This is an optimization exercise on Yosys and OpenROAD, whose aim is a short achievable clock period, not a production implementation.
Only simulation tests tie the RTL to the original design; equivalence was not proved.
Power is estimated from default activity; no workload was simulated.

## spiking_neural_network
module spiking_neural_network #(
    parameter int WIDTH = 16,       
    parameter int N_INPUT = 4,      
    parameter int N_OUTPUT = 3      
) (
    input  logic clk, rst,
    input  logic [N_INPUT*WIDTH-1:0] I_in,  
    input  logic load_params,   
    input  logic [WIDTH-1:0] new_V_threshold, new_leak_factor, new_refr_period,
    input  logic signed [WIDTH-1:0] new_V_max, new_V_min,
    input  logic [N_INPUT*N_OUTPUT*WIDTH-1:0] synapses,  
    output logic [N_OUTPUT-1:0] spike_L2   
);
==> flow/config.mk <==
export PLATFORM = sky130hd
export DESIGN_NAME = spiking_neural_network
export DESIGN_NICKNAME = spiking_neural_network
export VERILOG_FILES = /design/flow/design.v
export SDC_FILE = /design/flow/constraint.sdc
export NUM_CORES = 4
export LEC_CHECK = 0
export CAP_MARGIN = 20
export CORE_MARGIN = 2
export CORE_UTILIZATION = 40
export PLACE_DENSITY = 0.6
export SLEW_MARGIN = 20
export SYNTH_HIERARCHICAL = 1
==> flow/constraint.sdc <==
create_clock -name core_clock -period 10.0 [get_ports {clk}]
set_input_delay 2.0000 -clock core_clock [delete_from_list [all_inputs] [get_ports {clk}]]
set_output_delay 2.0000 -clock core_clock [all_outputs]
set_load 0.01 [all_outputs]
standard.sh (not shown) runs the stock make flow with config.mk's settings and CLKGATE_MAP_FILE= SYNTH_SCRIPT=/design/flow/synth_recipe.tcl, a recipe that flattens the netlist after the stock synthesis.
==> flow/flow/run.sh <==
#!/bin/bash
# The standard layout, with the timing repair aiming below the clock
# period (setup margin) so that it keeps improving paths that already meet
# the period. The clock, constraints and every other step are unchanged.
set -euo pipefail
bash standard.sh SETUP_SLACK_MARGIN=7.5 finish > standard_flow.log 2>&1
The baseline passed the timing, DRC and antenna checks.
Next try:
--- a/flow/design.v
+++ b/flow/design.v
@@ -76,18 +76,25 @@
 endmodule
 module muxi_bit (
     input  logic sel,
     input  logic d1,
     input  logic d0,
     output logic y_n
 );
     assign y_n = ~(sel ? d1 : d0);
 endmodule
+module xnor_bit (
+    input  logic late,
+    input  logic early,
+    output logic y
+);
+    assign y = ~(late ^ early);
+endmodule
 module xor_bit (
     input  logic late,
     input  logic early,
     output logic y
 );
     assign y = late ^ early;
 endmodule
 module csa #(
     parameter int W = 16
@@ -135,42 +142,48 @@
     logic [18:0] cs, cx, cy;
     ks_carry #(18) u_s (.a(ss), .b(s_b), .cin(1'b1), .p0(ps), .c(cs));
     ks_carry #(18) u_x (.a(xs), .b(x_b), .cin(1'b0), .p0(px), .c(cx));
     ks_carry #(18) u_y (.a(ys), .b(y_b), .cin(1'b0), .p0(py), .c(cy));
     logic gen16, kill16, w0, w1;
     assign gen16  = ss[16] & s_b[16];
     assign kill16 = ~(ss[16] | s_b[16]);
     assign w0 = ps[16] ^ ps[17] ^ gen16;     
     assign w1 = ps[16] ^ ps[17] ^ kill16;    
-    logic gt_w, lt_w, gt, lt;
-    mux_bit u_gtw (.sel(cs[16]), .d1(~(px[17] ^ w1)), .d0(~(px[17] ^ w0)), .y(gt_w));
-    mux_bit u_ltw (.sel(cs[16]), .d1(py[17] ^ w1), .d0(py[17] ^ w0), .y(lt_w));
-    xor_bit u_gt (.late(cx[17]), .early(gt_w), .y(gt));
-    xor_bit u_lt (.late(cy[17]), .early(lt_w), .y(lt));
+    logic gt_wn, lt_wn;
+    logic [1:0] gt, lt;
+    muxi_bit u_gtw (.sel(cs[16]), .d1(px[17] ^ w1), .d0(px[17] ^ w0), .y_n(gt_wn));
+    muxi_bit u_ltw (.sel(cs[16]), .d1(py[17] ^ w1), .d0(py[17] ^ w0), .y_n(lt_wn));
+    genvar h;
+    generate
+        for (h = 0; h < 2; h++) begin : GL
+            xor_bit  u_gt (.late(cx[17]), .early(gt_wn), .y(gt[h]));
+            xnor_bit u_lt (.late(cy[17]), .early(lt_wn), .y(lt[h]));
+        end
+    endgenerate
     logic [16:0] d_thr;
     ks_add #(17) u_thr (.a({V_mem[15], V_mem}), .b(~{V_threshold[15], V_threshold}),
                         .cin(1'b1), .s(d_thr));
     logic refr_zero, fire;
     assign refr_zero = (refr_count == 5'd0);
     assign fire = refr_zero & ~d_thr[16];
     logic [15:0] a0, b0, c0, a_n, b_v, c_v, r_n, v_next, s_lo;
     assign s_lo = ps[15:0] ^ cs[15:0];
     assign a0 = ~refr_zero ? V_mem : (fire ? 16'd0 : V_max);
     assign b0 = ~refr_zero ? V_mem : (fire ? 16'd0 : V_min);
     assign c0 = ~refr_zero ? V_mem : (fire ? 16'd0 : s_lo);
     genvar i;
     generate
         for (i = 0; i < 16; i++) begin : SEL
             muxi_bit u_ha (.sel(hold), .d1(V_mem[i]), .d0(a0[i]), .y_n(a_n[i]));
             mux_bit  u_hb (.sel(hold), .d1(V_mem[i]), .d0(b0[i]), .y(b_v[i]));
             mux_bit  u_hc (.sel(hold), .d1(V_mem[i]), .d0(c0[i]), .y(c_v[i]));
-            muxi_bit u_lt (.sel(lt), .d1(b_v[i]), .d0(c_v[i]), .y_n(r_n[i]));
-            muxi_bit u_gt (.sel(gt), .d1(a_n[i]), .d0(r_n[i]), .y_n(v_next[i]));
+            muxi_bit u_lt (.sel(lt[i / 8]), .d1(b_v[i]), .d0(c_v[i]), .y_n(r_n[i]));
+            muxi_bit u_gt (.sel(gt[i / 8]), .d1(a_n[i]), .d0(r_n[i]), .y_n(v_next[i]));
         end
     endgenerate
     generate
         if (NEXT_OUT) begin : g_next
             assign spike_next = hold ? spike : fire;
         end else begin : g_no_next
             assign spike_next = 1'b0;
         end
     endgenerate
@@ -219,19 +232,20 @@
     assign adj = d_lim[16];
     logic [15:0] min_p1;
     ks_add #(16) u_inc (.a(new_V_min), .b(16'd0), .cin(1'b1), .s(min_p1));
     logic [17:0] cx_a, cx_b, cx_w, cy_n, cys, cyc;
     ks_add #(18) u_cxa (.a(nl_x), .b(nmax_x), .cin(1'b1), .s(cx_a));
     ks_add #(18) u_cxb (.a(nl_x), .b(nmin_x), .cin(1'b0), .s(cx_b));
     assign cx_w = {nl_x[17:15] + 3'd1, nl_x[14:0]};
     logic min_top;
     assign min_top = (new_V_min == 16'h7fff);
-    csa    #(18) u_cyc (.a(nl_x), .b(nmin_x), .c(18'd2), .s(cys), .c_out(cyc));
+    assign cys = nl_x ^ nmin_x ^ 18'd2;
+    assign cyc = (nl_x & nmin_x) | ((nl_x | nmin_x) & 18'd2);
     ks_add #(18) u_cy  (.a(cys), .b({cyc[16:0], 1'b0}), .cin(1'b0), .s(cy_n));
     localparam logic [17:0] CX_RST = -18'sd100 - 18'sd32767 - 18'sd1;
     localparam logic [17:0] CY_RST = -18'sd100 + 18'sd32768;
     always_ff @(posedge clk or posedge rst) begin
         if (rst) begin
             V_threshold <= 16'd30000;
             n_leak      <= ~18'd100;
             V_max       <= 16'h7fff;
             V_min       <= 16'h8000;
Routed wire length went down by 3.1%.
Count of clock-buffer cells in the layout fell by 6.
Hold slack got worse by 35 ps.
Register-to-register slack gets better by 130 ps.
Sequential power goes down by 5.5%.

[port drivers added, routing unchanged]
How much do the figures lean on ideal ports? The routed layouts below were timed once more, with nothing changed but the port constraints.
Step 1, drivers: a clkbuf_16 drives clk and a buf_2 each remaining input, both assumed.
Step 2, shift: input delay + t, output delay - t, t = (earliest + latest rising clock arrival at the registers) / 2. This alone moves slack from input paths to output paths.
Three values: ideal ports, drivers, drivers and shift; two values: the first two.
run	shift t [ns]	setup WS [ns]	hold WS [ns]	worst slew at a driven data input, ns	cell pins on the clock port's net
the first run	0.832	6.444 / 6.458 / 5.626	0.464 / 0.464 / 0.464	0.39	1
the second run	0.829	6.549 / 6.576 / 5.748	0.429 / 0.429 / 0.429	0.29	1
After both steps every run listed still meets setup and hold. For the first run, which loses most, drivers alone change the setup slack by +0.014 ns; drivers and shift together by -0.818 ns.
